Background: an optimization exercise with open tools, aiming at small area, a short achievable clock period and few clock cycles per item. Do not read the settings as production practice.
RTL that was checked went through simulation tests only; none was proved equivalent to the original.
Only the layout flow was run in runs 3 to 5; the RTL was not checked for function there.
Power figures rest on the tool's default switching activity, not on a simulated workload.

[design.v]
`timescale 1ns/10ps
module  ATCONV(
	input		clk,
	input		reset,
	output 	    busy,
	input		ready,
	output reg	[11:0]	iaddr,
	input signed [12:0]	idata,
	output	reg 	cwr,
	output  reg	[11:0]	caddr_wr,
	output reg 	[12:0] 	cdata_wr,
	output	reg 	crd,       
	output  reg	[11:0] 	caddr_rd,
	input 	[12:0] 	cdata_rd,
	output reg 	csel
	);
	localparam K = 4;           
	localparam L = K + 2;       
	function gt9;
		input [8:0] a, b;
		reg g;
		integer i;
		begin
			g = 1'b0;
			for (i = 0; i < 9; i = i + 1)
				g = (a[i] & ~b[i]) | (~(a[i] ^ b[i]) & g);
			gt9 = g;
		end
	endfunction
	function [9:0] dec10;
		input [9:0] x;
		reg c;
		integer i;
		begin
			c = 1'b1;
			for (i = 0; i < 10; i = i + 1) begin
				dec10[i] = x[i] ^ c;
				c = c & ~x[i];
			end
		end
	endfunction
	reg        run;
	reg        busy_r;    
	reg [2:0]  ci;
	reg [5:0]  s;
	reg        cp;
	reg [4:0]  b;
	assign busy = busy_r;
	wire tail   = b[4] & (s == 6'd2);
	wire last_i = tail ? (ci == 3'd4) : (ci == L-1);
	reg [2:0] n_ci;
	reg [5:0] n_s;
	reg       n_cp;
	reg [4:0] n_b;
	always @(*) begin
		n_ci = ci + 3'd1;
		n_s  = s;
		n_cp = cp;
		n_b  = b;
		if (last_i) begin
			n_ci = 3'd0;
			if (b[4]) begin
				if (s != 6'd2) n_s = s + 6'd1;
			end else if (s == 6'd32) begin
				n_s = cp ? 6'd0 : 6'd1;
				n_cp = ~cp;
				if (cp) n_b = b + 5'd1;
			end else
				n_s = s + 6'd1;
		end
	end
	wire       ci0  = (ci == 3'd0);
	wire       ci5  = (ci == 3'd5);
	wire [2:0] rgrp = b[3:1] + {2'b00, ci5} - {2'b00, ci0};
	wire [1:0] cim1 = ci[1:0] - 2'd1;
	wire [5:0] rowc = (ci0 & (b[4:1] == 4'd0)) ? 6'd0 :
	                  (ci5 & (b[4:1] == 4'd7)) ? 6'd63 : {rgrp, cim1, b[0]};
	wire [4:0] sm1  = s[4:0] - 5'd1;
	wire [5:0] col  = (s == 6'd0) ? {6{~cp}} : {sm1 ^ {5{~cp}}, cp};
	wire fl = (s == 6'd0) | (cp & (s == 6'd1));    
	wire wv = (ci >= 3'd2) & (((s >= 6'd2) & ~b[4]) | (fl & ((b != 5'd0) | cp)));
	reg [12:0] pix, x1, x2;
	always @(posedge clk) begin
		pix <= idata;
		x1  <= pix;
		x2  <= x1;
	end
	reg [3:0] wvp;           
	reg [2:0] flp;           
	always @(posedge clk or posedge reset) begin
		if (reset) begin
			wvp <= 4'b0000;
			flp <= 3'b000;
		end else begin
			wvp <= {wvp[2:0], wv & run};
			flp <= {flp[1:0], fl};
		end
	end
	reg [17*L-1:0] Pring;
	reg [16*L-1:0] Nring;
	wire [15:0] sx2 = {{3{x2[12]}}, x2};
	wire [15:0] spx = {{3{pix[12]}}, pix};
	wire [15:0] v   = sx2 + spx + {x1[12], x1, 2'b00};                          
	reg  [15:0] Vr;
	always @(posedge clk)
		Vr <= v;
	wire [15:0] Nh = Nring[15:0];
	wire [15:0] Xo = flp[2] ? Nh : Vr;
	wire [16:0] t2 = Pring[16:0] - {Xo[15], Xo};    
	wire [16:0] Pn = {x2, 4'b0000} + {x2[12], x2, 3'b000} - {Vr, 1'b0} - {Nh[15], Nh};
	reg  [12:0] t2r;
	reg         t2f;
	always @(posedge clk) begin
		Pring <= {Pn, Pring[17*L-1:17]};
		Nring <= {Vr, Nring[16*L-1:16]};
		t2r   <= t2[16:4];
		t2f   <= (t2[3:2] == 2'b11);      
	end
	wire [12:0] tb  = t2r + 13'h1FF4 + {12'd0, t2f};
	wire ok0 = ~tb[12] & (|tb[11:0]) & (tb[11:0] < 12'hFF5);
	wire [12:0] l0 = {1'b0, tb[11:0] & {12{ok0}}};
	reg [2:0] wg;
	reg [1:0] wj;
	reg       wrp, wpar;
	reg [4:0] wk;
	always @(posedge clk or posedge reset) begin
		if (reset) begin
			wg <= 3'd0; wj <= 2'd0; wrp <= 1'b0; wpar <= 1'b0; wk <= 5'd0;
		end else if (wvp[3]) begin
			wj <= wj + 2'd1;
			if (wj == 2'b11) begin
				wk <= wk + 5'd1;
				if (wk == 5'd31) begin
					wpar <= ~wpar;
					if (wpar) begin
						wrp <= ~wrp;
						if (wrp) wg <= wg + 3'd1;
					end
				end
			end
		end
	end
	wire [5:0] wrow = {wg, wj, wrp};
	wire [5:0] wcol = {wk ^ {5{~wpar}}, wpar};
	reg [12:0] pc;             
	reg        pst, pwp, c0;
	reg        rv, r0;
	reg [8:0]  rdr, mx;
	reg        rd;             
	reg        done;           
	wire [12:0] pcn = pc + {12'd0, rd};
	wire [2:0] st = tail ? 3'd2 : 3'd3;
	wire [2:0] wc = tail ? 3'd4 : 3'd5;
	reg  [6:0]  cr;
	reg         pen, pil0;
	reg         cr_inc1, cr_inc3;      
	wire        cr_dec  = (ci == st) & pen & pil0;
	wire        il0   = pst ? (pc[3:2] == 2'b11) : (pc[3:2] == 2'b00);    
	wire        pen_n = ~pc[12] & (~il0 | (cr != 7'd0));
	wire rd_next = run & ~done & ((ci == st) ? pen :
	               ((ci == st + 3'd1) | (ci == 3'd0) | (ci == 3'd1)) ? pst : 1'b0);
	wire [9:0]  l1a = dec10(pc[11:2]);
	wire [8:0]  mxi = {1'b0, mx[8:1]} + {8'd0, mx[0]};
	wire [12:0] l1 = {mxi, 4'b0000};
	wire wr1  = (ci == wc) & pwp;
	always @(posedge clk) begin
		rdr <= {cdata_rd[11:4], |cdata_rd[3:0]};
		if (rv) mx <= (r0 | gt9(rdr, mx)) ? rdr : mx;
		crd <= rd_next;
		pen <= pen_n;
		pil0 <= il0;
		cr_inc1 <= last_i & b[0] & cp & (s >= 6'd3) & (s <= 6'd31);
		cr_inc3 <= last_i & ~b[0] & ~cp & (s == 6'd1) & (b != 5'd0);
		caddr_rd <= (run & ~done) ? {pcn[11:9], pcn[3:2], pcn[1], pcn[8:4], pcn[0]} : 12'd0;
		cdata_wr <= wr1 ? l1 : l0;
		caddr_wr <= wr1 ? {2'b00, l1a[9:7], l1a[1:0], l1a[6:2]} : {wrow, wcol};
		if (!run) iaddr <= 12'd63;
		else iaddr <= {rowc, col};
	end
	always @(posedge clk) begin
		busy_r <= ~reset & (run ? ~done : ready);
		cwr    <= ~reset & run & ~done & (wvp[3] | wr1);
		csel   <= ~reset & run & ~done & wr1;
	end
	always @(posedge clk or posedge reset) begin
		if (reset) begin
			done <= 1'b0;
			run <= 1'b0;
			ci <= 3'd1; s <= 6'd0; cp <= 1'b0; b <= 5'd0;
			pc <= 13'd0; pst <= 1'b0; pwp <= 1'b0; c0 <= 1'b0; cr <= 7'd0;
			rv <= 1'b0; r0 <= 1'b0;
			rd <= 1'b0;
		end else begin
			rv <= rd;
			r0 <= c0;
			if (!run) begin
				run <= ready;
				rd <= 1'b0;
				c0 <= 1'b0;
			end else if (done) begin
				run <= 1'b0;
				ci <= 3'd1; s <= 6'd0; cp <= 1'b0; b <= 5'd0;
				pc <= 13'd0; pst <= 1'b0; pwp <= 1'b0; c0 <= 1'b0; done <= 1'b0; cr <= 7'd0;
				rd <= 1'b0;
			end else begin
				ci <= n_ci; s <= n_s; cp <= n_cp; b <= n_b;
				pc <= pcn;
				cr <= cr_inc1 ? cr + 7'd1 : cr_inc3 ? cr + 7'd3 : cr_dec ? cr - 7'd1 : cr;
				rd <= rd_next;
				c0 <= (ci == st) & pen;
				if (ci == st) begin
					pst <= pen;
					pwp <= pst;
				end
				done <= wr1 & (l1a == 10'h3FF);
			end
		end
	end
endmodule
[flow/run.sh]
#!/bin/bash
set -euo pipefail
export BUFFER_PORTS_ARGS="-buffer_cell sky130_fd_sc_hd__buf_2"
export SETUP_SLACK_MARGIN=6.9
bash standard.sh > standard.log 2>&1
[standard.sh]
#!/bin/bash
# synth_recipe.tcl (not shown) runs the flow's synth.tcl, then flattens the netlist and writes it again
# the make line also repeats each setting of config.mk as NAME=value (left out here)
make -C /OpenROAD-flow-scripts/flow DESIGN_CONFIG=/design/flow/config.mk WORK_HOME=/design/flow/orfs CLKGATE_MAP_FILE= SYNTH_SCRIPT=/design/flow/synth_recipe.tcl "${@:-finish}"
[config.mk]
export PLATFORM = sky130hd
export DESIGN_NAME = ATCONV
export DESIGN_NICKNAME = ATCONV
export VERILOG_FILES = /design/flow/design.v
export SDC_FILE = /design/flow/constraint.sdc
export NUM_CORES = 4
export LEC_CHECK = 0
export CAP_MARGIN = 20
export CORE_MARGIN = 2
export CORE_UTILIZATION = 40
export CTS_CLUSTER_DIAMETER = 70
export CTS_CLUSTER_SIZE = 30
export SLEW_MARGIN = 20
[constraint.sdc]
create_clock -name core_clock -period 10.0 [get_ports {clk}]
set_input_delay 2.0000 -clock core_clock [delete_from_list [all_inputs] [get_ports {clk}]]
set_output_delay 2.0000 -clock core_clock [all_outputs]
set_load 0.01 [all_outputs]
==> results of run 1 <==
==> per-stage QoR <==
stage	instance area (µm²)	setup slack, ps
final	16500	6960
after floorplan	14600	6660
after global routing	16500	6870
after CTS	16500	6870
after global placement	15500	6750
after detailed placement	15500	6740
==> placed cells by master, fill, tap and decap left out, drive strengths merged, types with 8 or more instances in the layout <==
master / n
dfxtp: 333
ha: 97
nor2: 77
xnor2: 76
and2: 9
nor4: 14
xor2: 33
nand2: 61
a21o: 19
dfrtp: 61
clkbuf: 29
nor3: 26
nor2b: 8
edfxtp: 9
nand4: 12
clkinv: 9
o22ai: 18
a21oi: 53
o21ai: 47
inv: 88
mux2i: 18
o21a: 8
nand3: 17
nand2b: 9
fa: 42
buf: 84
==> worst max-delay path by stage <==
stage,start,endpoint,slack (ps),cells after the start
2_1_floorplan,reset,busy_r$_DFF_P_,6660,2
3_3_place_gp,Vr[3]$_DFF_P_,Pring[101]$_DFF_P_,6750,12
3_5_place_dp,Vr[3]$_DFF_P_,Pring[101]$_DFF_P_,6740,12
4_1_cts,Vr[4]$_DFF_P_,Pring[101]$_DFF_P_,6870,12
5_1_grt,Vr[4]$_DFF_P_,Pring[101]$_DFF_P_,6870,12
6_report,crd$_DFF_P_,crd,6960,1
==> repair_timing <==
action / 4_1_cts / 5_1_grt
hold buffers: 0 / 0
endpoints found under the setup margin: 3 / 9
pin swaps: 0 / 4
resized for setup: 6 / 16
==> sequential cells by signal, summed over array words and instances (netlist names), 3 cells and up <==
| signal | flops |
|---|---|
| Vr | 16 |
| x1 | 13 |
| wvp | 4 |
| b | 5 |
| mx | 9 |
| Nring | 96 |
| wk | 5 |
| Pring | 102 |
| cr | 7 |
| pix | 13 |
| pc | 13 |
| caddr_rd | 12 |
| cdata_wr | 13 |
| x2 | 13 |
| caddr_wr | 12 |
| ci | 3 |
| iaddr | 12 |
| s | 6 |
| rdr | 9 |
| wg | 3 |
| flp | 3 |
| t2r | 13 |
==> area by class of cell <==
cell class	instances	area, µm²
Fill cell	3301	19300
Inverter	79	300
Clock buffer	29	703
Tap cell	461	577
Sequential cell	404	8500
Clock inverter	19	259
Timing Repair Buffer	84	430
Multi-Input combinational cell	704	5720
==> power by group <==
group          leakage [µW]  switching [µW]  total (µW)  internal [µW]
Combinational       0.00312            1110        2090            989
Sequential          0.00371             219        2410           2190
Clock              0.000466             618        1180            559
==> per-layer routing <==
layer | routed length (µm) | GRT usage | up-vias | part of all wire
met5 | 0 | 0 | - | 0
met4 | 388 | 0.0351 | 0 | 0.017
met3 | 967 | 0.0229 | 27 | 0.042
met2 | 9840 | 0.194 | 112 | 0.43
met1 | 11700 | 0.176 | 3898 | 0.51
li1 | - | - | 4265 | -
==> cells by family after synthesis <==
logic type,synth area share
mux,0.0170
compound gates,0.0801
flops,0.582
buf+inv,0.0289
simple gates,0.0841
xor+xnor,0.0668
fa+ha+maj,0.141
==> reports/metrics.cfg, run 1 <==
[status]
status=no timing/DRC/antenna violations

[setup_path]
path_class=flop to output pin
r2r_cells=12
worst_path_max_delay_cell=dfxtp_1
reg2reg_from=Vr[3]$_DFF_P_
path_buf_inv=1
worstPathCellList=buf_2
cp_max_fo=1
cp-start-kind=flop
arrival_ps=1040
crit_path_end_kind=output pin
rrSetupSlack_ps=7040
r2r_end=Pring[99]$_DFF_P_
cp_slowest_stage_delay_ps=350
critPathTopFamily=flip-flops
required_ps=8000

[global_route]
grt.total_usage=0.124
grt_start_max_net_pins=64
grt_pass1_vias=8157
grt_pass1_wl_mm=39.1
antenna_found_initial=0
gr-total-overflow=0

[clock_network]
clock_path_buffers=3
htreeDepth=1
cts_buffers=26
cts_root_buf=clkbuf_16
clk_latency_ps=560
cts_tree=built
cts.sinks=404
clkTransAtPathRegs_ps=80
cts_setup_buffers=0

[logic_synthesis]
avgSynthCellArea_um2=12.0
syn_nets=1381
async_reset_ff_frac=0.153
post-synth-top-area-fraction=0.457
yosysSeqAreaShare=0.582
synth_area_leaders=dfxtp_1, dfrtp_1, ha_1
ys_types=64
synth-edff-count=9
synth.most_common_cell=dfxtp_1
yosys_warnings=1
yosys_register_bits=404
postSynthCellCount=1213
synth_ff_type=dfxtp_1
synth_common_cells=dfxtp_1, ha_1, inv_1, nor2_1, xnor2_1
synth_top_area_cell=dfxtp_1
netlist_area_um2=14600

[sta]
hold_violations=0
finalMaxSlewViolations=0
grt_setup_unrepaired=yes
fin_skew_ps=14.5
fin_hold_ws_ps=323
setup_viol=0
tns_ps=0
min_period_ps=3040
tightest_slew_ps=952
min_period_over_period=0.304
slew_headroom=0.365
fmax_mhz=329

[run]
drv_cap=0

[route]
drt-wirelength-per-cell_um=12.9
wirelength_mm=22.9
post-route-drc-count=0
vias=8302
drtAntennaViolNets=0
drt_pass1_iterations=4
viasPerCell=4.66
drtIter0Drc=281

[worst_hold_path]
hp-start=Nring[63]$_DFF_P_
whs_path_depth=0
min_to=Nring[47]$_DFF_P_
hp-class=flop to flop

[final_layout]
finish.utilization=0.461
final_nets=1467
area_delta_synth_final_pct=13.1
diodes=0
drive_above_1_share=0.131
stdcell_count=1780

[die]
rows=69
core-area_um2=35700
ioPinCount=82
die_area_um2=38000
die_h_um=195
start_util=0.408
die-width_um=195

[place]
hpwlAfterDp_mm=16.7
gp_congestion=0.792
port_buffers=80
placedCellCount=1732

[power]
p_leak_uw=0.00730
powerDensity_nw_per_um2=344
vdd_drop_max_mv=0.152
power_uw=5680

Testbench counts, summed over its fixed seeds: cycles 215,776, images 32.
==> run 2, diff against run 1 <==
--- a/config.mk
+++ b/config.mk
@@ -9,5 +9,5 @@
 export CORE_MARGIN = 2
 export CORE_UTILIZATION = 40
-export CTS_CLUSTER_DIAMETER = 70
-export CTS_CLUSTER_SIZE = 30
+export CTS_CLUSTER_DIAMETER = 130
+export CTS_CLUSTER_SIZE = 26
 export SLEW_MARGIN = 20
==> run 2 against run 1 <==
Still clean; area after synthesis unchanged; critical path depth unchanged; clock skew increased by 15 ps; first-iteration DRC count increased by 2.8%; synthesized cell count unchanged; clock power decreased by 24%; sequential share of layout area increased by 1.1 points; non-clock buffer count unchanged; register-to-register slack about the same; cell count decreased by 1.1%; largest power group unchanged.
==> reports/metrics.cfg, run 2 <==
[status]
status=no timing/DRC/antenna violations

[global_route]
antenna_found_initial=0  ; unchanged
gr-total-overflow=0  ; unchanged
grt_start_max_net_pins=64  ; unchanged
grt_pass1_vias=8051  ; -1.3%
grt_pass1_wl_mm=38.6  ; -1.2%
grt.total_usage=0.122  ; -0.00187

[worst_hold_path]
hp-class=flop to flop

[die]
die_area_um2=38000  ; unchanged
die_h_um=195  ; unchanged
start_util=0.408  ; unchanged
core-area_um2=35700  ; unchanged
ioPinCount=82  ; unchanged
rows=69  ; unchanged
die-width_um=195  ; unchanged

[power]
pwr-share-clk=0.165  ; -0.042
pwr-share-comb=0.391  ; +0.022
power_frac_seq=0.444  ; +0.020
p_leak_uw=0.00711  ; -2.5%
powerDensity_nw_per_um2=336  ; -2.4%
p_int_uw=3580  ; -4.1%
p_sw_frac=0.339  ; -0.00285
power_uw=5420  ; -4.5%
p_switching_uw=1840  ; -5.3%
vdd_drop_max_mv=0.151  ; -0.54%

[clock_network]
clkTransAtPathRegs_ps=100  ; +20 ps
htreeDepth=1  ; unchanged
cts_setup_buffers=0  ; unchanged
postCtsHoldBufs=0  ; unchanged
cts_root_buf=clkbuf_16
cts_tree=built
cts.sinks=404  ; unchanged
cts_buffers=20  ; -23%
clk_latency_ps=560  ; about the same
clock_path_buffers=3  ; unchanged

[route]
vias=8238  ; -0.77%
wirelength_mm=22.9  ; -0.14%
post-route-drc-count=0  ; unchanged
viasPerCell=4.68  ; +0.30%
drt-wirelength-per-cell_um=13.0  ; +0.93%
drtIter0Drc=289  ; +2.8%
drt_pass1_iterations=4  ; unchanged
drtAntennaViolNets=0  ; unchanged

[sta]
tightest_slew_ps=956  ; +3.76 ps
tns_ps=0  ; unchanged
min_period_ps=3040  ; -4.42 ps
setup_viol=0  ; unchanged
grt_setup_unrepaired=no
fin_skew_ps=29.2  ; +14.7 ps
hold_violations=0  ; unchanged
min_period_over_period=0.304  ; -0.000442
finalMaxSlewViolations=0  ; unchanged
slew_headroom=0.363  ; -0.00251
fmax_mhz=329  ; +0.15%
fin_hold_ws_ps=323  ; +0.191 ps

[final_layout]
regMostFlops=Pring
finish.utilization=0.452  ; -0.00963
final_nets=1461  ; -0.41%
diodes=0  ; unchanged
largest_reg_flops=102  ; unchanged
ff_latch_area_um2=8500  ; unchanged
final_cell_mix=dfxtp_1, ha_1, buf_2
final_common_cell=dfxtp_1
stdcell_count=1761  ; -1.1%
area_delta_synth_final_pct=10.7
reg.largest.list=Pring: 102 flops, Nring: 96 flops, Vr: 16 flops
multi_input_area_um2=5740  ; +0.33%
nFillCells=3334  ; +1.0%
drive_above_1_share=0.114  ; -0.0173

[logic_synthesis]
synth_area_leaders=dfxtp_1, dfrtp_1, ha_1
postSynthCellCount=1213  ; unchanged
synth_ff_type=dfxtp_1
ys_types=64  ; unchanged
avgSynthCellArea_um2=12.0  ; unchanged
syn_nets=1381  ; unchanged
post-synth-top-area-fraction=0.457  ; unchanged
netlist_area_um2=14600  ; unchanged
yosys_warnings=1  ; unchanged
async_reset_ff_frac=0.153  ; unchanged
synth.most_common_cell=dfxtp_1
synth-edff-count=9  ; unchanged
yosysSeqAreaShare=0.582  ; unchanged
yosys_register_bits=404  ; unchanged
synth_common_cells=dfxtp_1, ha_1, inv_1, nor2_1, xnor2_1
synth_top_area_cell=dfxtp_1

[setup_path]
critPathTopFamily=flip-flops
r2r_end=Pring[99]$_DFF_P_
crit_path_end_kind=output pin
required_ps=8000  ; about the same
cp_slowest_stage_delay_ps=350  ; about the same
rrSetupSlack_ps=7030  ; about the same
path_buf_inv=1  ; unchanged
path_class=flop to output pin
arrival_ps=1040  ; about the same
worstPathCellList=buf_2
crit_path_end=cdata_wr[2]
reg2reg_from=Vr[3]$_DFF_P_
cp_max_fo=1  ; unchanged
worst_path_max_delay_cell=dfxtp_1
cp-start-kind=flop
crit_cells=1  ; unchanged
r2r_cells=12  ; unchanged
startpoint=cdata_wr[2]$_SDFF_PP0_

[place]
port_buffers=80  ; unchanged
gp_congestion=0.792  ; unchanged
hpwlAfterDp_mm=16.7  ; unchanged
placedCellCount=1732  ; unchanged

[run]
drv_cap=0  ; unchanged

-- run 2: changes by cell type in the layout (fill, tap and decap cells not counted), moves of 2 or more --
cell       before  now
clkbuf_16      27   20
clkbuf_1        0    6
clkinv_8        5    0
inv_12          6    1
clkinv_4        3    0
clkbuf_8        2    0
clkinv_16       0    2
ha_1           96   94
ha_4            1    3
inv_6           2    0
-- run 2: cell families (layout without fill, tap and decap cells) --
| logic type | Yosys count | count (layout) | synth area share |
|---|---|---|---|
| AO/OA/AOI/OAI | 185 | 185 | 0.0801 |
| XOR/XNOR | 109 | 109 | 0.0668 |
| multiplexers | 24 | 24 | 0.0170 |
| adder cells (fa/ha/maj) | 139 | 139 | 0.141 |
| buffers and inverters | 105 | 192 | 0.0289 |
| flip-flops | 404 | 404 | 0.582 |
| AND/OR/NAND/NOR | 247 | 247 | 0.0841 |
-- run 2: worst min path at each step --
stage | from | end | slack, ps | cells past startpoint
after floorplan | Nring[16]$_DFF_P_ | Nring[0]$_DFF_P_ | 310 | 0
after global placement | Pring[41]$_DFF_P_ | Pring[24]$_DFF_P_ | 310 | 0
after detailed placement | Nring[32]$_DFF_P_ | Nring[16]$_DFF_P_ | 310 | 0
after CTS | Pring[45]$_DFF_P_ | Pring[28]$_DFF_P_ | 320 | 0
after global routing | Nring[45]$_DFF_P_ | Nring[29]$_DFF_P_ | 330 | 0
final | Nring[95]$_DFF_P_ | Nring[79]$_DFF_P_ | 320 | 0
-- run 2: area by class of cell --
type                    count  area share
clock inverters             3     0.00473
well taps                 461      0.0357
flip-flops and latches    404       0.526
inverters                  79      0.0186
clock buffers              26      0.0324
repair buffers             84      0.0267
multi-input cells         704       0.355
-- run 2: stage by stage --
| stage | instance area (µm²) | worst slack [ps] |
|---|---|---|
| 6_report | 16100 | 6960 |
| 5_1_grt | 16100 | 6900 |
| 4_1_cts | 16100 | 6880 |
| 3_5_place_dp | 15500 | 6740 |
| 3_3_place_gp | 15500 | 6750 |
| 2_1_floorplan | 14600 | 6660 |
-- run 2: power by group through the flow --
| stage | combinational, µW | sequential (µW) | clock, µW |
|---|---|---|---|
| 2_1_floorplan | 1650 | 2390 | 0 |
| 3_3_place_gp | 2010 | 2430 | 0 |
| 3_5_place_dp | 2040 | 2450 | 0 |
| 4_1_cts | 2080 | 2410 | 936 |
| 5_1_grt | 2420 | 2480 | 995 |
| 6_report | 2120 | 2410 | 896 |
-- run 2: metal layers --
| layer | track usage | wire length [µm] | share of wire | up-vias |
|---|---|---|---|---|
| li1 | - | - | - | 4228 |
| met1 | 0.175 | 11800 | 0.51 | 3869 |
| met2 | 0.193 | 9830 | 0.43 | 114 |
| met3 | 0.0206 | 917 | 0.040 | 27 |
| met4 | 0.0283 | 351 | 0.015 | 0 |
| met5 | 0 | 0 | 0 | - |
-- run 2: what timing repair did --
action | 4_1_cts | 5_1_grt
endpoints found under the hold margin | 0 | 0
endpoints found under the setup margin | 3 | 7
gates resized for setup | 6 | 16
pin swaps | 0 | 5
==> run 3, diff against run 2 <==
--- a/design.v
+++ b/design.v
@@ -172,5 +172,5 @@
 		cr_inc1 <= last_i & b[0] & cp & (s >= 6'd3) & (s <= 6'd31);
 		cr_inc3 <= last_i & ~b[0] & ~cp & (s == 6'd1) & (b != 5'd0);
-		caddr_rd <= (run & ~done) ? {pcn[11:9], pcn[3:2], pcn[1], pcn[8:4], pcn[0]} : 12'd0;
+		caddr_rd <= {pcn[11:9], pcn[3:2], pcn[1], pcn[8:4], pcn[0]};    
 		cdata_wr <= wr1 ? l1 : l0;
 		caddr_wr <= wr1 ? {2'b00, l1a[9:7], l1a[1:0], l1a[6:2]} : {wrow, wcol};
--- a/config.mk
+++ b/config.mk
@@ -9,5 +9,5 @@
 export CORE_MARGIN = 2
 export CORE_UTILIZATION = 40
-export CTS_CLUSTER_DIAMETER = 130
-export CTS_CLUSTER_SIZE = 26
+export CTS_CLUSTER_DIAMETER = 100
+export CTS_CLUSTER_SIZE = 30
 export SLEW_MARGIN = 20
==> run 3 against run 2 <==
Still clean on timing, DRC and antenna; non-clock buffer count up 1; design area up 0.88%; clock power down 7.4%.
==> reports/metrics.cfg, run 3 <==
[status]
status=no timing/DRC/antenna violations

[sta]
min_period_ps=3050  ; +18.3 ps
hold_violations=0  ; unchanged
slew_headroom=0.356  ; -0.00723
setup_viol=0  ; unchanged
fmax_mhz=327  ; -0.60%
tns_ps=0  ; unchanged
min_period_over_period=0.305  ; +0.00183
tightest_slew_ps=966  ; +10.8 ps
finalMaxSlewViolations=0  ; unchanged
grt_setup_unrepaired=yes
fin_skew_ps=23.0  ; -6.20 ps

[power]
p_leak_uw=0.00704  ; -1.0%
vdd_drop_max_mv=0.150  ; -0.72%
powerDensity_nw_per_um2=328  ; -2.4%

[route]
drt-wirelength-per-cell_um=13.8  ; +6.3%
drtAntennaViolNets=0  ; unchanged
drt_pass1_iterations=6  ; +2
viasPerCell=4.83  ; +3.3%
post-route-drc-count=0  ; unchanged
wirelength_mm=24.8  ; +8.5%
drtIter0Drc=425  ; +47%
vias=8685  ; +5.4%

[final_layout]
finish.utilization=0.446  ; -0.00579
ff_latch_area_um2=8490  ; about the same
final_common_cell=dfxtp_1
regMostFlops=Pring
drive_above_1_share=0.105  ; -0.00933
final_cell_mix=dfxtp_1, ha_1, buf_2
multi_input_area_um2=5970  ; +4.0%
largest_reg_flops=102  ; unchanged
reg.largest.list=Pring: 102 flops, Nring: 96 flops, Vr: 16 flops
nFillCells=3397  ; +1.9%
diodes=0  ; unchanged
final_nets=1491  ; +2.1%
area_delta_synth_final_pct=10.1

[logic_synthesis]
postSynthCellCount=1247  ; +2.8%
synth_ff_type=dfxtp_1
yosys_register_bits=404  ; unchanged
yosys_warnings=1  ; unchanged
post-synth-top-area-fraction=0.451  ; -0.00661
netlist_area_um2=14800  ; +1.5%
ys_types=71  ; +11%
syn_nets=1414  ; +2.4%
avgSynthCellArea_um2=11.9  ; -1.3%
synth.most_common_cell=dfxtp_1
async_reset_ff_frac=0.153  ; unchanged
synth_area_leaders=dfxtp_1, dfrtp_1, ha_1
synth-edff-count=9  ; unchanged
synth_common_cells=dfxtp_1, ha_1, inv_1, nand2_1, xnor2_1
synth_top_area_cell=dfxtp_1
yosysSeqAreaShare=0.574  ; -0.00842

[die]
rows=70  ; +1.4%
start_util=0.405  ; -0.00286
ioPinCount=82  ; unchanged
die-width_um=196  ; +0.72%
core-area_um2=36500  ; +2.2%
die_area_um2=38500  ; +1.4%
die_h_um=196  ; +0.72%

[clock_network]
cts_tree=built
clk_latency_ps=530  ; -30 ps
cts_buffers=17  ; -15%
cts_root_buf=clkbuf_16
clock_path_buffers=3  ; unchanged
postCtsHoldBufs=0  ; unchanged
cts_setup_buffers=0  ; unchanged
clkTransAtPathRegs_ps=110  ; about the same
cts.sinks=404  ; unchanged
htreeDepth=1  ; unchanged

[worst_hold_path]
hp-class=flop to flop
hp-start=Pring[99]$_DFF_P_
whs_path_depth=0  ; unchanged
min_to=Pring[82]$_DFF_P_

[place]
gp_congestion=0.816  ; +3.0%
port_buffers=80  ; unchanged
hpwlAfterDp_mm=17.7  ; +5.9%

[global_route]
grt_pass1_vias=8576  ; +6.5%
grt_start_max_net_pins=64  ; unchanged
gr-total-overflow=0  ; unchanged
grt.total_usage=0.128  ; +0.00644
grt_pass1_wl_mm=40.9  ; +5.9%
antenna_found_initial=0  ; unchanged

[setup_path]
r2r_cells=10  ; -2
reg2reg_from=Vr[2]$_DFF_P_
cp-start-kind=flop
crit_path_end_kind=flop
rrSetupSlack_ps=6950  ; -80 ps
r2r_end=Pring[101]$_DFF_P_
cp_max_fo=3  ; +2
path_class=flop to flop
required_ps=10460  ; +2460 ps
arrival_ps=3520  ; +2480 ps

[run]
drv_cap=0  ; unchanged

[run 3: cell count changes after synthesis, sizes merged, moves of 8 or more]
cell   change
nor2      -21
o21ai     +15
nand2     +14
xor2      -10
and3       +8
[run 3: timing repair]
action / in CTS / in global routing
setup endpoints to repair: 1 / 20
resized for setup: 3 / 12
gates cloned: 0 / 1
pin swaps: 1 / 4
[run 3: cells by family after synthesis]
family / share of synthesized area
compound gates: 0.0980
buf+inv: 0.0285
mux: 0.0216
flops: 0.574
fa+ha+maj: 0.138
simple gates: 0.0820
xor+xnor: 0.0580
[run 3: area by class of cell]
cell class | instances | share of cell area
clock buffer | 21 | 0.0277
clock inverter | 4 | 0.00323
inverter | 79 | 0.0184
multi-input combinational | 737 | 0.366
sequential | 404 | 0.521
tap | 468 | 0.0360
timing repair buffer | 85 | 0.0269
[run 3: metal layers]
| metal | vias to the layer above | global-route usage | share of wire |
|---|---|---|---|
| met4 | 0 | 0.0340 | 0.019 |
| met3 | 29 | 0.0174 | 0.036 |
| met2 | 147 | 0.207 | 0.44 |
| met1 | 4094 | 0.182 | 0.51 |
| li1 | 4415 | - | - |
| met5 | - | 0 | 0 |
[run 3: how the worst max path moves through the flow]
stage                              from  cells past startpoint  slack (ps)            endpoint
final                     Vr[2]$_DFF_P_                     10        6950  Pring[101]$_DFF_P_
after global routing      x2[0]$_DFF_P_                      9        6820  Pring[101]$_DFF_P_
after CTS                 x2[2]$_DFF_P_                      9        6930  Pring[101]$_DFF_P_
after detailed placement          reset                      4        6790      busy_r$_DFF_P_
after global placement            reset                      4        6810      busy_r$_DFF_P_
after floorplan                   reset                      2        6660      busy_r$_DFF_P_
[run 3: where the power goes]
| group | internal [µW] | switching [µW] | leakage, µW |
|---|---|---|---|
| clock | 353 | 476 | 0.000247 |
| combinational | 976 | 1130 | 0.00310 |
| sequential | 2180 | 224 | 0.00369 |
| total | 3510 | 1840 | 0.00704 |
[run 3: per-stage QoR]
step	worst slack (ps)	hold WS (ps)	total power, µW	std cells	area, µm²
finish	6950	325	5340	1798	16300
global route	6820	322	5780	1798	16300
CTS	6930	327	5290	1797	16200
detailed placement	6790	312	4430	1772	15700
global placement	6810	310	4380	1772	15700
floorplan	6660	310	3990	1247	14800
[run 3: worst max-delay path, cell delays in order, from the launching register on]
cell and delay [ps]:
dfxtp_1 400, inv_1 70, fa_1 450, ha_1 350, fa_1 510, a211oi_2 270, o211ai_1 190, nand2_1 140
o21ai_1 120, a311oi_1 330, xnor2_1 150
==> run 4, diff against run 3 <==
--- a/design.v
+++ b/design.v
@@ -37,4 +37,17 @@
 				dec10[i] = x[i] ^ c;
 				c = c & ~x[i];
+			end
+		end
+	endfunction
+	function [12:0] inc13;
+		input [12:0] x;
+		input ci;
+		reg c;
+		integer i;
+		begin
+			c = ci;
+			for (i = 0; i < 13; i = i + 1) begin
+				inc13[i] = x[i] ^ c;
+				c = c & x[i];
 			end
 		end
@@ -149,5 +162,5 @@
 	reg        rd;             
 	reg        done;           
-	wire [12:0] pcn = pc + {12'd0, rd};
+	wire [12:0] pcn = inc13(pc, rd);
 	wire [2:0] st = tail ? 3'd2 : 3'd3;
 	wire [2:0] wc = tail ? 3'd4 : 3'd5;
@@ -172,5 +185,5 @@
 		cr_inc1 <= last_i & b[0] & cp & (s >= 6'd3) & (s <= 6'd31);
 		cr_inc3 <= last_i & ~b[0] & ~cp & (s == 6'd1) & (b != 5'd0);
-		caddr_rd <= {pcn[11:9], pcn[3:2], pcn[1], pcn[8:4], pcn[0]};    
+		caddr_rd <= (run & ~done) ? {pcn[11:9], pcn[3:2], pcn[1], pcn[8:4], pcn[0]} : 12'd0;
 		cdata_wr <= wr1 ? l1 : l0;
 		caddr_wr <= wr1 ? {2'b00, l1a[9:7], l1a[1:0], l1a[6:2]} : {wrow, wcol};
==> run 4 against run 3 <==
Sequential share of layout area down 0.42 points; power up 0.73%; critical endpoint is now crd; hold slack about the same; non-clock buffer count unchanged.
==> reports/metrics.cfg, run 4 <==
[status]
status=no timing/DRC/antenna violations

[logic_synthesis]
synth.most_common_cell=dfxtp_1
postSynthCellCount=1250  ; +0.24%
synth_top_area_cell=dfxtp_1
async_reset_ff_frac=0.153  ; unchanged
synth_area_leaders=dfxtp_1, dfrtp_1, ha_1
ys_types=70  ; -1.4%
avgSynthCellArea_um2=11.9  ; +0.57%
synth-edff-count=9  ; unchanged
yosysSeqAreaShare=0.569  ; -0.00462
yosys_register_bits=404  ; unchanged
synth_common_cells=dfxtp_1, ha_1, inv_1, nand2_1
netlist_area_um2=14900  ; +0.81%
syn_nets=1428  ; +0.99%
synth_ff_type=dfxtp_1
yosys_warnings=1  ; unchanged
post-synth-top-area-fraction=0.447  ; -0.00363

[power]
p_leak_uw=0.00725  ; +2.9%
power_uw=5380  ; +0.73%
vdd_drop_max_mv=0.147  ; -1.6%
powerDensity_nw_per_um2=328  ; -0.10%

[sta]
setup_viol=0  ; unchanged
min_period_over_period=0.304  ; -0.00110
tns_ps=0  ; unchanged
hold_violations=0  ; unchanged
min_period_ps=3040  ; -11.0 ps
tightest_slew_ps=896  ; -70.3 ps
grt_setup_unrepaired=yes
slew_headroom=0.403  ; +0.0469
finalMaxSlewViolations=0  ; unchanged
fmax_mhz=329  ; +0.36%
fin_skew_ps=11.8  ; -11.2 ps

[clock_network]
htreeDepth=1  ; unchanged
cts.sinks=404  ; unchanged
cts_root_buf=clkbuf_16
clkTransAtPathRegs_ps=110  ; about the same
clock_path_buffers=3  ; unchanged
clk_latency_ps=520  ; about the same
cts_tree=built
cts_buffers=17  ; unchanged

[setup_path]
critPathTopFamily=flip-flops
startpoint=crd$_DFF_P_
required_ps=8000  ; -2460 ps
path_class=flop to output pin
crit_path_end_kind=output pin
arrival_ps=1040  ; -2480 ps
cp_slowest_stage_delay_ps=380  ; -130 ps
worst_path_max_delay_cell=dfxtp_1
cp_max_fo=1  ; -2
cp-start-kind=flop
path_buf_inv=1  ; unchanged
worstPathCellList=buf_2
reg2reg_from=flp[2]$_DFF_PP0_

[place]
port_buffers=80  ; unchanged
hpwlAfterDp_mm=17.7  ; +0.20%
gp_congestion=0.823  ; +0.80%

[global_route]
grt.total_usage=0.127  ; -0.00141
grt_start_max_net_pins=64  ; unchanged
grt_pass1_vias=8726  ; +1.7%
grt_pass1_wl_mm=41.1  ; +0.54%
gr-total-overflow=0  ; unchanged
antenna_found_initial=0  ; unchanged

[die]
rows=70  ; unchanged
die-width_um=197  ; +0.40%
die_area_um2=38900  ; +0.80%
ioPinCount=82  ; unchanged
die_h_um=197  ; +0.40%
start_util=0.406  ; +0.00134
core-area_um2=36700  ; +0.48%

[final_layout]
reg.largest.list=Pring: 102 flops, Nring: 96 flops, Vr: 16 flops
regMostFlops=Pring
final_cell_mix=dfxtp_1, ha_1, inv_1
diodes=0  ; unchanged
largest_reg_flops=102  ; unchanged
final_common_cell=dfxtp_1
drive_above_1_share=0.117  ; +0.0126
finish.utilization=0.448  ; +0.00159
final_nets=1505  ; +0.94%
area_delta_synth_final_pct=10.1  ; about the same

[route]
wirelength_mm=24.5  ; -1.4%
post-route-drc-count=0  ; unchanged
drtAntennaViolNets=0  ; unchanged
viasPerCell=4.87  ; +0.79%
vias=8763  ; +0.90%
drt_pass1_iterations=4  ; -2
drt-wirelength-per-cell_um=13.6  ; -1.5%
drtIter0Drc=464  ; +9.2%

[run]
drv_cap=0  ; unchanged

[worst_hold_path]
hp-start=Nring[93]$_DFF_P_
hp-class=flop to flop

run 4: changes by cell type in the layout (fill, tap and decap cells not counted), moves of 10 or more:
| cell | previous run | this run |
|---|---|---|
| and2_1 | 7 | 21 |
| xnor2_1 | 75 | 61 |
| o21ai_0 | 55 | 36 |
| nand2_1 | 75 | 64 |
| a21o_1 | 14 | 24 |
run 4: routing by layer:
| metal | vias up | track usage | part of all wire |
|---|---|---|---|
| met5 | - | 0 | 0 |
| met4 | 0 | 0.0270 | 0.015 |
| met3 | 26 | 0.0203 | 0.041 |
| met2 | 141 | 0.208 | 0.44 |
| met1 | 4168 | 0.178 | 0.50 |
| li1 | 4428 | - | - |
run 4: layout make-up:
type	count	area (µm²)
inverters	83	319
clock inverters	3	20.0
flip-flops and latches	404	8500
well taps	468	586
fillers	3424	20300
repair buffers	85	438
repair inverters	1	5.00
multi-input cells	735	6080
clock buffers	21	483
run 4: worst paths after layout:
check                               endpoint  slack [ps]  depth (start not counted)
hold / removal             Nring[77]$_DFF_P_         330                          0
min in group asynchronous   wpar$_DFFE_PP0P_        1740                          3
setup reg to reg             t2r[10]$_DFF_P_        7010                          9
setup / recovery                         crd        6960                          1
hold reg to reg            Nring[77]$_DFF_P_         330                          0
max in group asynchronous      run$_DFF_PP0_        7640                          3
run 4: cell families (layout without fill, tap and decap cells):
group | Yosys count | after routing | synth area share
flops | 404 | 404 | 0.569
simple gates | 259 | 259 | 0.0938
compound gates | 212 | 212 | 0.0907
fa+ha+maj | 149 | 149 | 0.146
buf+inv | 111 | 193 | 0.0295
xor+xnor | 84 | 84 | 0.0493
mux | 31 | 31 | 0.0214
run 4: where the power goes:
part / total (µW) / internal, µW / switching (µW)
sequential: 2410 / 2180 / 223
clock: 821 / 349 / 472
combinational: 2150 / 996 / 1160
run 4: timing repair:
item / CTS / global route
gates resized for setup: 7 / 23
pin swaps: 0 / 2
setup endpoints to repair: 8 / 29
hold buffers: 0 / 0
cloned: 0 / 1
buffers inserted: 1 / 0
run 4: stage by stage:
step,std cells,hold slack [ps],instance area (µm²),setup WS [ps]
CTS,1799,328,16300,6850
floorplan,1250,310,14900,6660
global placement,1774,310,15800,6750
detailed placement,1774,312,15800,6750
global route,1800,337,16400,6770
finish,1800,326,16400,6960
run 4: worst reg2reg max path, stage by stage, from the launching register on:
cell	delay, ps
dfrtp_1	340
buf_4	300
mux2i_1	340
ha_1	330
a21o_1	170
a21oi_1	170
o21ai_0	230
o2111ai_2	340
nand2_1	180
a2111oi_0	460
==> run 5, diff against run 4 <==
--- a/design.v
+++ b/design.v
@@ -37,17 +37,4 @@
 				dec10[i] = x[i] ^ c;
 				c = c & ~x[i];
-			end
-		end
-	endfunction
-	function [12:0] inc13;
-		input [12:0] x;
-		input ci;
-		reg c;
-		integer i;
-		begin
-			c = ci;
-			for (i = 0; i < 13; i = i + 1) begin
-				inc13[i] = x[i] ^ c;
-				c = c & x[i];
 			end
 		end
@@ -162,10 +149,11 @@
 	reg        rd;             
 	reg        done;           
-	wire [12:0] pcn = inc13(pc, rd);
+	wire [12:0] pcn = pc + {12'd0, rd};
 	wire [2:0] st = tail ? 3'd2 : 3'd3;
 	wire [2:0] wc = tail ? 3'd4 : 3'd5;
 	reg  [6:0]  cr;
 	reg         pen, pil0;
-	reg         cr_inc1, cr_inc3;      
+	wire        cr_inc1 = last_i & b[0] & cp & (s >= 6'd3) & (s <= 6'd31);
+	wire        cr_inc3 = last_i & ~b[0] & ~cp & (s == 6'd1) & (b != 5'd0);
 	wire        cr_dec  = (ci == st) & pen & pil0;
 	wire        il0   = pst ? (pc[3:2] == 2'b11) : (pc[3:2] == 2'b00);    
@@ -183,6 +171,4 @@
 		pen <= pen_n;
 		pil0 <= il0;
-		cr_inc1 <= last_i & b[0] & cp & (s >= 6'd3) & (s <= 6'd31);
-		cr_inc3 <= last_i & ~b[0] & ~cp & (s == 6'd1) & (b != 5'd0);
 		caddr_rd <= (run & ~done) ? {pcn[11:9], pcn[3:2], pcn[1], pcn[8:4], pcn[0]} : 12'd0;
 		cdata_wr <= wr1 ? l1 : l0;
==> run 5 against run 4 <==
Utilization fell by 0.075 points; hold slack got worse by 3.0 ps; critical path type unchanged; sequential cell count fell by 2; non-clock buffer count rose by 11; first-iteration DRC count fell by 33%; clock skew rose by 5.7 ps; cell count fell by 0.17%; still clean on timing, DRC and antenna; via count fell by 1.6%; critical path depth did not move; area after synthesis fell by 1.9%; register-to-register slack barely moved; highest routed layer unchanged.
==> reports/metrics.cfg, run 5 <==
[final_layout]
final_common_cell=dfxtp_1
area_delta_synth_final_pct=11.0
reg.largest.list=Pring: 102 flops, Nring: 96 flops, Vr: 16 flops
regMostFlops=Pring
final_nets=1487  ; -1.2%
drive_above_1_share=0.126  ; +0.00929
largest_reg_flops=102  ; unchanged
diodes=0  ; unchanged
finish.utilization=0.447  ; -0.000747
final_cell_mix=dfxtp_1, ha_1, inv_1
fin_area_um2=16200  ; -1.1%

[sta]
tightest_slew_ps=1040  ; +140 ps
layout_setup_ws_ps=6980  ; +20.5 ps
setup_viol=0  ; unchanged
hold_violations=0  ; unchanged
finalMaxSlewViolations=0  ; unchanged
fin_skew_ps=17.5  ; +5.71 ps
slew_headroom=0.308  ; -0.0949
tns_ps=0  ; unchanged
min_period_ps=3020  ; -20.5 ps
min_period_over_period=0.302  ; -0.00205
fmax_mhz=331  ; +0.68%
grt_setup_unrepaired=yes
fin_hold_ws_ps=323  ; -3.01 ps

[route]
post-route-drc-count=0  ; unchanged
vias=8620  ; -1.6%
wirelength_mm=24.2  ; -1.3%
drt-wirelength-per-cell_um=13.5  ; -1.1%
drtAntennaViolNets=0  ; unchanged
drt_pass1_iterations=4  ; unchanged
viasPerCell=4.80  ; -1.5%
drtIter0Drc=313  ; -33%

[die]
core-area_um2=36300  ; -0.95%
rows=70  ; unchanged
die_area_um2=38100  ; -1.9%
ioPinCount=82  ; unchanged
die_h_um=195  ; -0.96%
die-width_um=195  ; -0.96%
start_util=0.402  ; -0.00407

[place]
gp_congestion=0.791  ; -3.8%
port_buffers=80  ; unchanged
dp_worst_setup_slack_ps=6540  ; -208 ps
detailed_place.area_um2=15500  ; -1.7%
hpwlAfterDp_mm=17.4  ; -1.5%

[status]
status=no timing/DRC/antenna violations

[global_route]
gr-usage-met3=0.0190  ; -0.00132
grt_start_max_net_pins=65  ; +1.6%
gr-usage-met2=0.212  ; +0.00329
grt_use_met1=0.174  ; -0.00376
grt.total_usage=0.127  ; about the same
grt_pass1_vias=8459  ; -3.1%
antenna_found_initial=0  ; unchanged
gr-total-overflow=0  ; unchanged
grt_pass1_wl_mm=40.2  ; -2.1%
top_usage_layer=met2

[logic_synthesis]
postSynthCellCount=1230  ; -1.6%
avgSynthCellArea_um2=11.9  ; -0.35%
synth_ff_type=dfxtp_1
synth_fa_ha_area_frac=0.137  ; -0.00908
synth_compound_area_frac=0.0966  ; +0.00591
netlist_area_um2=14600  ; -1.9%
synth_common_cells=dfxtp_1, ha_1, inv_1, nor2_1, xnor2_1
post-synth-top-area-fraction=0.453  ; +0.00613
synth_top_area_cell=dfxtp_1
yosys_warnings=1  ; unchanged
synth_area_leaders=dfxtp_1, dfrtp_1, ha_1
synth_mux_area_frac=0.0177  ; -0.00368
syn_nets=1394  ; -2.4%
synth_simple_gate_area_frac=0.0877  ; -0.00609
yosysSeqAreaShare=0.578  ; +0.00856
synth_top_family_by_area=adder cells
synth-edff-count=9  ; unchanged
synth-xor-area-share=0.0533  ; +0.00397
yosys_register_bits=402  ; -0.50%
async_reset_ff_frac=0.154  ; +0.000764
ys_types=76  ; +8.6%
synth.most_common_cell=dfxtp_1

[clock_network]
cts_tree=built
cts.sinks=402  ; -0.50%
clock_path_buffers=3  ; unchanged
clk_latency_ps=530  ; about the same
cts_buffers=17  ; unchanged
htreeDepth=1  ; unchanged
cts_root_buf=clkbuf_16
clkTransAtPathRegs_ps=110  ; about the same

[setup_path]
arrival_ps=1020  ; -20 ps
critPathTopFamily=flip-flops
worst_path_max_delay_cell=dfxtp_1
cp_slowest_stage_delay_ps=360  ; -20 ps
path_class=flop to output pin
cp-start-kind=flop
worstPathCellList=buf_2
required_ps=8000  ; about the same
crit_path_end_kind=output pin
path_buf_inv=1  ; unchanged
cp_max_fo=1  ; unchanged

[power]
powerDensity_nw_per_um2=324  ; -0.99%
vdd_drop_max_mv=0.145  ; -1.6%
p_leak_uw=0.00706  ; -2.5%

[worst_hold_path]
hp-class=flop to flop

[run]
drv_cap=0  ; unchanged

## run 5: cell count changes after synthesis, moves of 5 or more
cell,previous run,this run
mux2i_1,24,18
and4b_1,5,0
a21o_1,24,12
nand2b_1,8,3
ha_1,107,93
o211ai_1,6,1
and2_1,22,8
nor3b_1,9,3
a21oi_1,55,62
nor3_1,25,15
nor2_1,48,75
xnor2_1,61,66
clkbuf_1,20,14
## run 5: metrics by stage
stage	total power, µW	instances
6_report	5270	1797
5_1_grt	5690	1797
4_1_cts	5220	1786
3_5_place_dp	4330	1761
3_3_place_gp	4280	1761
2_1_floorplan	3900	1230
## run 5: power by group
group | switching, µW | internal [µW] | leakage (µW)
logic | 1090 | 970 | 0.00314
registers | 217 | 2170 | 0.00368
clock network | 476 | 345 | 0.000245
total | 1790 | 3480 | 0.00706
## run 5: cells by family (layout without fill, tap and decap cells)
group,after synthesis,in the layout
DFF,402,402
muxes,25,25
adders and majority gates,135,135
and+or+nand+nor,253,253
xor gates and xnor gates,89,89
AOI/OAI and AO/OA,219,219
buffers and inverters,107,206
## run 5: final cells by class
type | count | area, µm²
Clock buffer | 23 | 479
Timing Repair Buffer | 96 | 520
Sequential cell | 402 | 8470
Fill cell | 3396 | 20100
Tap cell | 468 | 586
Multi-Input combinational cell | 721 | 5840
Inverter | 85 | 323
Clock inverter | 2 | 25.0
## run 5: repair_timing
| item | in CTS | in global routing |
|---|---|---|
| hold buffers | 0 | 0 |
| resized for setup | 10 | 22 |
| endpoints found under the setup margin | 7 | 10 |
| pin swaps | 3 | 14 |
| setup buffers | 0 | 11 |
## run 5: metal layers
metal,up-vias,share of wire
met3,29,0.035
met4,0,0.018
met2,113,0.45
met5,-,0
met1,4095,0.50
li1,4383,-
## run 5: path summary, 6_finish.rpt
check,from,to,slack (ps),cells after the start
setup / recovery,csel$_DFF_P_,csel,6980,1
hold / removal,Pring[28]$_DFF_P_,Pring[11]$_DFF_P_,320,0
setup reg to reg,x2[0]$_DFF_P_,Pring[101]$_DFF_P_,7000,11
hold reg to reg,Pring[28]$_DFF_P_,Pring[11]$_DFF_P_,320,0
max in group asynchronous,reset,flp[2]$_DFF_PP0_,7610,3
min in group asynchronous,reset,wj[0]$_DFFE_PP0P_,1740,3

-- static timing again, ports no longer ideal --
How much do the figures lean on ideal ports? The routed layouts below were timed once more, with nothing changed but the port constraints.
Step 1: set_driving_cell puts a clkbuf_16 on clk and a buf_2 on each other input, an assumption about the parent block.
Step 2, shift: input delay + t, output delay - t, t = (earliest + latest rising clock arrival at the registers) / 2. This alone moves slack from input paths to output paths.
Slacks: ideal ports / drivers / drivers and shift; pairs: ideal ports / drivers.
run | t, ns | setup slack, ns | worst setup path after step 2 | slew at the worst register clock pin (ns) | pins driven straight from the clock port
run 1 | 0.606 | 6.960 / 6.907 / 6.839 | input to register | 0.10 / 0.10 | 1
run 2 | 0.593 | 6.964 / 6.911 / 6.850 | input to register | 0.10 / 0.10 | 1
run 3 | 0.568 | 6.946 / 6.929 / 6.845 | input to register | 0.11 / 0.11 | 1
run 4 | 0.567 | 6.957 / 6.908 / 6.847 | input to register | 0.11 / 0.11 | 1
run 5 | 0.573 | 6.977 / 6.926 / 6.831 | input to register | 0.11 / 0.11 | 1
After both steps setup and hold are still met in every run listed. For run 5, which loses most, drivers alone change the setup slack by -0.051 ns; drivers and shift together by -0.146 ns.
